This design comes from an exercise in tuning for small area and a short achievable clock period on the open sky130 flow, not from production work. Function was checked by simulation only, so behaviour that the tests miss may differ from the original. The clock port is modelled as an ideal driver; clocking choices that lean on that would not hold on a real chip.

==> inputs of run D <==
Design multiplier, start of the top module:
module multiplier (
  input clock, reset,
  input unsigned [63:0] mcand, mplier,
  input [6-1:0] insn_tag_in,
  input [6-1:0] result_tag_in,
  input start,
  output [63:0] product,
  output [6-1:0] insn_tag,
  output [6-1:0] result_tag,
  output done
);
export LEC_CHECK = 0
export CAP_MARGIN = 10
export CORE_MARGIN = 2
export CORE_UTILIZATION = 35
export PLACE_DENSITY = 0.7
export SETUP_SLACK_MARGIN = 3.4
export SLEW_MARGIN = 10
export SYNTH_HIERARCHICAL = 1
export TNS_END_PERCENT = 10
create_clock -name core_clock -period 6.0 [get_ports {clock}]
standard.sh (not shown) runs the stock make flow with config.mk's settings and CLKGATE_MAP_FILE= SYNTH_SCRIPT=/design/flow/synth_recipe.tcl, a recipe that flattens the netlist after the stock synthesis.
==> flow/flow/run.sh <==
#!/bin/bash
# Standard layout with two changes, both after synthesis:
#  - after global placement, combinational cells that synthesis sized up are set back to their
#    smallest size and the port buffers to plain buffers (flow/downsize.tcl); the flow's own
#    timing repair then sizes up only what the setup margin needs;
#  - clock tree synthesis without dummy loads, with larger sink clusters (fewer leaf buffers).
# Each tool's output goes to a log file of its own in this folder.
set -uo pipefail
export CTS_ARGS="-sink_clustering_enable -repair_clock_nets -dont_use_dummy_load -sink_clustering_size 20 -sink_clustering_max_diameter 150"
bash standard.sh synth > log_1_synth.txt 2>&1 || exit 1
bash standard.sh place > log_2_floorplan_place.txt 2>&1 || exit 1
openroad -no_init -exit flow/downsize.tcl > log_3_downsize.txt 2>&1 || exit 1
bash standard.sh > log_4_cts_route_finish.txt 2>&1 || exit 1
==> flow/flow/downsize.tcl <==
# Set every combinational cell that synthesis sized up back to its smallest (_1) variant, and
# the port buffers to plain buffers. The later repair steps of the standard flow size up again
# only what the setup margin needs.
set R orfs/results/$::env(FLOW_PLATFORM)/multiplier/base
set P $::env(FLOW_HOME)/platforms/$::env(FLOW_PLATFORM)
read_db $R/3_place.odb
read_liberty $P/lib/sky130_fd_sc_hd__tt_025C_1v80.lib
read_sdc $R/3_place.sdc
source $P/setRC.tcl
estimate_parasitics -placement
puts "before: area [rsz::design_area] ws [worst_slack -max]"
set n 0
set nport 0
set ibuf [get_lib_cells sky130_fd_sc_hd__buf_1]
set obuf [get_lib_cells sky130_fd_sc_hd__buf_1]
foreach inst [get_cells *] {
  set name [get_property $inst full_name]
  set lc [get_property $inst ref_name]
  if {[string match input* $name]} {
    if {[string match *clkdlybuf* $lc]} { replace_cell $inst $ibuf; incr nport }
    continue
  }
  if {[string match output* $name]} {
    if {[string match *clkdlybuf* $lc]} { replace_cell $inst $obuf; incr nport }
    continue
  }
  if {[regexp {^(sky130_fd_sc_hd__[a-z0-9]+)_([0-9]+)$} $lc -> base drive] && $drive > 1} {
    if {[regexp {df|dl|sdf|edf|clk|conb|tap|fill|decap|diode|probe|lpflow} $base]} { continue }
    set new [get_lib_cells -quiet ${base}_1]
    if {[llength $new]} { replace_cell $inst $new; incr n }
  }
}
puts "downsized $n, port buffers replaced $nport"
detailed_placement
estimate_parasitics -placement
puts "after: area [rsz::design_area] ws [worst_slack -max]"
write_db $R/3_place.odb
==> run F (differences from run D) <==
==> flow/flow/run.sh (replaced) <==
#!/bin/bash
# Standard layout with three changes, all after synthesis:
#  - after global placement, combinational cells that synthesis sized up are set back to their
#    smallest size and the port buffers to plain buffers (flow/downsize.tcl); the flow's own
#    timing repair then sizes up only what the setup margin needs;
#  - clock tree synthesis without dummy loads, with larger sink clusters (fewer leaf buffers);
#  - after clock tree synthesis and its timing repair, cells whose paths keep ample slack are
#    sized back down (flow/recover.tcl), checking the worst slack after every change.
# Each tool's output goes to a log file of its own in this folder.
set -uo pipefail
export CTS_ARGS="-sink_clustering_enable -repair_clock_nets -dont_use_dummy_load -sink_clustering_size 20 -sink_clustering_max_diameter 150"
bash standard.sh synth > log_1_synth.txt 2>&1 || exit 1
bash standard.sh place > log_2_floorplan_place.txt 2>&1 || exit 1
openroad -no_init -exit flow/downsize.tcl > log_3_downsize.txt 2>&1 || exit 1
bash standard.sh cts > log_4_cts.txt 2>&1 || exit 1
openroad -no_init -exit flow/recover.tcl > log_5_recover.txt 2>&1 || exit 1
bash standard.sh > log_6_route_finish.txt 2>&1 || exit 1
==> flow/flow/recover.tcl (new file) <==
# Area recovery after clock tree synthesis: size down cells whose paths keep ample slack.
# A cell is set to a smaller drive of the same type only if the slack through its output
# stays at least GUARD above the design's worst slack; otherwise it is put back.
set R orfs/results/$::env(FLOW_PLATFORM)/multiplier/base
set P $::env(FLOW_HOME)/platforms/$::env(FLOW_PLATFORM)
read_db $R/4_cts.odb
read_liberty $P/lib/sky130_fd_sc_hd__tt_025C_1v80.lib
read_sdc $R/4_cts.sdc
source $P/setRC.tcl
set_propagated_clock [all_clocks]
estimate_parasitics -placement
set ws [worst_slack -max]
set guard 0.12
puts "before: area [rsz::design_area] ws $ws"
set cands {}
foreach inst [get_cells *] {
  set lc [get_property $inst ref_name]
  if {![regexp {^(sky130_fd_sc_hd__[a-z0-9]+)_([0-9]+)$} $lc -> base drive] || $drive < 2} { continue }
  if {[regexp {df|dl|sdf|edf|clk|conb|tap|fill|decap|diode|probe|lpflow} $base]} { continue }
  set opin ""
  foreach p [get_pins -of_objects $inst] {
    if {[get_property $p direction] eq "output"} { set opin $p; break }
  }
  if {$opin eq ""} { continue }
  set s [get_property $opin slack_max]
  if {$s eq "INF" || $s < $ws + 2*$guard} { continue }
  lappend cands [list $inst $base $drive $opin $s]
}
set cands [lsort -real -decreasing -index 4 $cands]
set n 0
foreach c $cands {
  lassign $c inst base drive opin s0
  set orig [get_lib_cells ${base}_$drive]
  foreach d {1 2 4} {
    if {$d >= $drive} { break }
    set new [get_lib_cells -quiet ${base}_$d]
    if {![llength $new]} { continue }
    replace_cell $inst $new
    estimate_parasitics -placement
    set s [get_property $opin slack_max]
    if {$s ne "INF" && $s >= $ws + $guard && [worst_slack -max] >= $ws - 0.002} { incr n; break }
    replace_cell $inst $orig
    estimate_parasitics -placement
  }
}
puts "downsized $n of [llength $cands]"
detailed_placement
estimate_parasitics -placement
puts "after: area [rsz::design_area] ws [worst_slack -max]"
write_db $R/4_cts.odb
==> results.tsv <==
stage	metric	value	unit
run_status	status	complete, no violations	
finish	fin_cells	8282	
sta	layout_setup_ws	3.24	ns
setup_path	path_depth	5	
routing	drt_wl_total	281000	um
routing	wl_met1	101000	um
grt	grt_pass1_wl	389000	um
sta	holdWs	0.312	ns
setup_path	cp_max_fo	15	
That was run D.
==> results.tsv <==
stage	metric	value	unit
routing	drt_wl_total	281000	um
run_status	status	complete, no violations	
sta	holdWs	0.313	ns
sta	timing.fmax	362	MHz
routing	antenna_left	0	
routing	wl_met1	100000	um
setup_path	slowest_delay	0.66	ns
sta	finalHoldViolations	0	
finish	fin_cells	8283	
setup_path	cp_max_fo	16	
setup_path	r2r_slack	3.24	ns
logic_synthesis	ys_seq_area_share	33.8	%
grt	grt_pass1_wl	389000	um
That was run F.

[afterwards: timing with drivers on the ports]
Ports are ideal in the flow. The routed layouts listed here were re-timed in OpenROAD. Step 1 sets driving cells, clkbuf_16 on the clock port and buf_2 on the other inputs (assumed; they add their load-dependent delay and slew). Step 2 also shifts input and output timing later by t, the mid clock arrival at the registers, as if the neighbouring blocks saw the same clock. Slacks: no drivers / after step 1 / after step 2; pairs: no drivers / after step 1.
run | t (ns) | setup WS [ns] | worst hold slack (ns) | worst setup path after step 2 | worst register clock-pin slew, ns
run D | 0.781 | 3.243 / 3.243 / 2.652 | 0.312 / 0.312 / 0.312 | input to register | 0.11 / 0.11
run F | 0.774 | 3.238 / 3.238 / 2.662 | 0.313 / 0.313 / 0.313 | input to register | 0.11 / 0.11
After both steps setup and hold are still met in every run listed. For run D, which loses most, drivers alone change the setup slack by 0.000 ns; drivers and shift together by -0.591 ns.
